Background: an optimization exercise with open tools, aiming at small area, a short achievable clock period and few clock cycles per item. Do not read the settings as production practice. In this exercise RTL edits were held to simulation tests only and were not proved equivalent to the original.

Design haraka_s_core, start of the top module:
module haraka_s_core (clk, reset, in_valid, in_ready, in_first, in_block, out_valid, out_rate);
	input clk;
	input reset;
	input in_valid;
	output in_ready;
	input in_first;
	input [256-1:0] in_block;
	output out_valid;
	output [256-1:0] out_rate;
	logic [511:0] st;         
	logic [3:0] rnd;
	logic active;             
	logic ready_q;            
	logic self_q;             
	logic sell_q;             
	logic valid_q;
	logic [511:0] sr;
	wire [511:0] lin, fin, m, nxt, sb, dm;
	wire [3:0] dsel;
	wire acc = ready_q & in_valid;
	wire sel_fin = self_q & ~(ready_q & in_first);    
	always_comb
		for (int l = 0; l < 4; l++)
			for (int c = 0; c < 4; c++)
				for (int r = 0; r < 4; r++)
					sr[128*l + 8*(4*c + r) +: 8] = st[128*l + 8*(4*((c + r) % 4) + r) +: 8];
	genvar c;
	generate
		for (c = 0; c < 16; c++) begin : mc
			wire [31:0] mi, mo;
			assign mi = sr[32*c +: 32];
			assign lin[32*c +: 32] = mo;
			wire [7:0] t0, t1, t2, t3, u0, u1, u2, u3, x0, x1, x2, x3;
			g_xor gt0_0 (.a(mi[0]), .b(mi[8]), .y(t0[0]));
			g_xor gt0_1 (.a(mi[1]), .b(mi[9]), .y(t0[1]));
			g_xor gt0_2 (.a(mi[2]), .b(mi[10]), .y(t0[2]));
			g_xor gt0_3 (.a(mi[3]), .b(mi[11]), .y(t0[3]));
			g_xor gt0_4 (.a(mi[4]), .b(mi[12]), .y(t0[4]));
			g_xor gt0_5 (.a(mi[5]), .b(mi[13]), .y(t0[5]));
			g_xor gt0_6 (.a(mi[6]), .b(mi[14]), .y(t0[6]));
			g_xor gt0_7 (.a(mi[7]), .b(mi[15]), .y(t0[7]));
			g_xor gt1_0 (.a(mi[8]), .b(mi[16]), .y(t1[0]));
			g_xor gt1_1 (.a(mi[9]), .b(mi[17]), .y(t1[1]));
			g_xor gt1_2 (.a(mi[10]), .b(mi[18]), .y(t1[2]));
			g_xor gt1_3 (.a(mi[11]), .b(mi[19]), .y(t1[3]));
			g_xor gt1_4 (.a(mi[12]), .b(mi[20]), .y(t1[4]));
			g_xor gt1_5 (.a(mi[13]), .b(mi[21]), .y(t1[5]));
			g_xor gt1_6 (.a(mi[14]), .b(mi[22]), .y(t1[6]));
			g_xor gt1_7 (.a(mi[15]), .b(mi[23]), .y(t1[7]));
			g_xor gt2_0 (.a(mi[16]), .b(mi[24]), .y(t2[0]));
			g_xor gt2_1 (.a(mi[17]), .b(mi[25]), .y(t2[1]));
			g_xor gt2_2 (.a(mi[18]), .b(mi[26]), .y(t2[2]));
			g_xor gt2_3 (.a(mi[19]), .b(mi[27]), .y(t2[3]));
			g_xor gt2_4 (.a(mi[20]), .b(mi[28]), .y(t2[4]));
			g_xor gt2_5 (.a(mi[21]), .b(mi[29]), .y(t2[5]));
  ...
Size in the first run: ~13,000 cells after synthesis, ~520 I/O pins, about 110,000 sq um of cells after synthesis.
==> flow/config.mk <==
export PLATFORM = sky130hd
export DESIGN_NAME = haraka_s_core
export DESIGN_NICKNAME = haraka_s_core
export VERILOG_FILES = /design/flow/design.v
export SDC_FILE = /design/flow/constraint.sdc
export NUM_CORES = 4
export LEC_CHECK = 0
export CAP_MARGIN = 20
export CORE_MARGIN = 2
export CORE_UTILIZATION = 50
export SETUP_SLACK_MARGIN = 0.5
export SLEW_MARGIN = 20
export SYNTH_HIERARCHICAL = 1
export SYNTH_MINIMUM_KEEP_SIZE = 0
==> flow/constraint.sdc <==
create_clock -name core_clock -period 7.8 [get_ports {clk}]
set_input_delay 1.5600 -clock core_clock [delete_from_list [all_inputs] [get_ports {clk}]]
set_output_delay 1.5600 -clock core_clock [all_outputs]
set_load 0.01 [all_outputs]
standard.sh (not shown) runs the stock make flow with config.mk's settings and CLKGATE_MAP_FILE= SYNTH_SCRIPT=/design/flow/synth_recipe.tcl, a recipe that flattens the netlist after the stock synthesis.
==> flow/flow/run.sh <==
#!/bin/bash
set -euo pipefail
export BUFFER_PORTS_ARGS="-buffer_cell sky130_fd_sc_hd__buf_1"
sed 's/SETUP_SLACK_MARGIN=[0-9.]*/SETUP_SLACK_MARGIN=1.0/' standard.sh > standard_to_cts.sh
grep -q 'SETUP_SLACK_MARGIN=1.0' standard_to_cts.sh
bash standard_to_cts.sh cts > flow_to_cts.log 2>&1
bash standard.sh > flow_to_finish.log 2>&1
Testbench counts at the start, summed over its fixed seeds: cycles 12,808, items 1,280.
==> next run, changes <==
--- a/flow/design.v
+++ b/flow/design.v
@@ -28,20 +28,20 @@
 	output out_valid;
 	output [256-1:0] out_rate;
 	logic [511:0] st;         
 	logic [3:0] rnd;
 	logic active;             
 	logic ready_q;            
+	logic take_q;             
 	logic self_q;             
 	logic sell_q;             
 	logic valid_q;
 	logic [511:0] sr;
 	wire [511:0] lin, fin, m, nxt, sb, dm;
 	wire [3:0] dsel;
-	wire acc = ready_q & in_valid;
-	wire sel_fin = self_q & ~(ready_q & in_first);    
+	wire acc = take_q & in_valid;
 	always_comb
 		for (int l = 0; l < 4; l++)
 			for (int c = 0; c < 4; c++)
 				for (int r = 0; r < 4; r++)
 					sr[128*l + 8*(4*c + r) +: 8] = st[128*l + 8*(4*((c + r) % 4) + r) +: 8];
 	genvar c;
@@ -177,13 +177,13 @@
 		mix = {x[32*14 +: 32], x[32*6 +: 32],  x[32*10 +: 32], x[32*2 +: 32],
 		       x[32*5 +: 32],  x[32*13 +: 32], x[32*1 +: 32],  x[32*9 +: 32],
 		       x[32*4 +: 32],  x[32*12 +: 32], x[32*0 +: 32],  x[32*8 +: 32],
 		       x[32*15 +: 32], x[32*7 +: 32],  x[32*11 +: 32], x[32*3 +: 32]};
 	endfunction
 	assign fin = mix(lin);
-	assign m = (fin & {512{sel_fin}}) | (lin & {512{sell_q}});
+	assign m = (fin & {512{self_q}}) | (lin & {512{sell_q}});
 	assign nxt = {m[511:256], m[255:0] ^ (in_block & {256{ready_q}})};
 	assign dsel = ready_q ? 4'd0 : rnd + 4'd1;
 	assign dm =
 		({512{dsel == 4'd0}} & 512'h6cbd3a1056f88bd37f93e5573a8401e172bb3bdb34a340318d654cb9723a4f85b7b0e16eac9f6cf7b282fa483014f8150463ef0068803f41d1af2ea4817379b8) |
 		({512{dsel == 4'd1}} & 512'heee9fe6d8458f83ada31311a2cb0bc6fd31036feae715e20b7ad24e14a7d94e74e0c88c0c74719b422b1c5bead650113187e0487969f2ddbf97dab0015d3139f) |
 		({512{dsel == 4'd2}} & 512'h4f9371844723fa02cd66f286592885f8628046ff804fc3edcf09aa2ba67bba6451e49dbb223e5b8c0b215f7dbcd0afd3dd3ec3f1eb717f7eada5d6cbf8e6cb9c) |
@@ -367,22 +367,24 @@
 	end
 	always_ff @(posedge clk or posedge reset) begin
 		if (reset) begin
 			rnd <= 4'd9;
 			active <= 1'b0;
 			ready_q <= 1'b1;
+			take_q <= 1'b0;
 			self_q <= 1'b1;
 			sell_q <= 1'b0;
 			valid_q <= 1'b0;
 		end else begin
 			rnd <= rnd_n;
 			active <= active_n;
 			ready_q <= ready_n;
-			self_q <= rnd_n[0];
+			take_q <= ready_n & in_valid & ~acc;
+			self_q <= rnd_n[0] & ~(ready_n & in_first);
 			sell_q <= ~rnd_n[0];
 			valid_q <= active_n & (rnd_n == 4'd9);
 		end
 	end
-	assign in_ready = ready_q;
+	assign in_ready = take_q;
 	assign out_valid = valid_q;
 	assign out_rate = fin[255:0];
 endmodule
After rerunning: Worst hold slack gets worse by 0.15 ns; critical path depth goes down by 1; wire length goes down by 2.9%; first-iteration DRC count goes down by 12%; count of clock-buffer cells in the layout goes up by 4; design area goes down by 1.0%; via count goes down by 2.4%; utilization goes down by 0.69 points; final cell count goes down by 2.0%.
Testbench counts after the change, summed over its fixed seeds: cycles 12,816, items 1,280.

## afterwards: timing with drivers on the ports
In the flow no input, the clock included, has a driving cell. The finished layouts below were timed again as built, in two steps. Step 1 sets driving cells, clkbuf_16 on the clock port and buf_2 on the other inputs (assumed; they add their load-dependent delay and slew). Step 2, shift: input delay + t, output delay - t, t = (earliest + latest rising clock arrival at the registers) / 2. This alone moves slack from input paths to output paths. Slacks: ideal / step 1 / step 2; pairs: ideal / step 1.
run	shift t [ns]	slack for setup (ns)	worst hold slack (ns)	latest minus earliest clock arrival (ns)	worst register clock-pin slew, ns
the first run	0.851	0.606 / 0.606 / -0.119	0.732 / 0.732 / 0.732	0.030 / 0.029	0.08 / 0.08
the second run	0.830	0.721 / 0.721 / 0.628	0.579 / 0.579 / 0.579	0.041 / 0.041	0.07 / 0.07
With both steps, setup timing fails in the first run, where it was met with ideal ports. For the first run, which loses most, drivers alone change the setup slack by 0.000 ns; drivers and shift together by -0.725 ns.
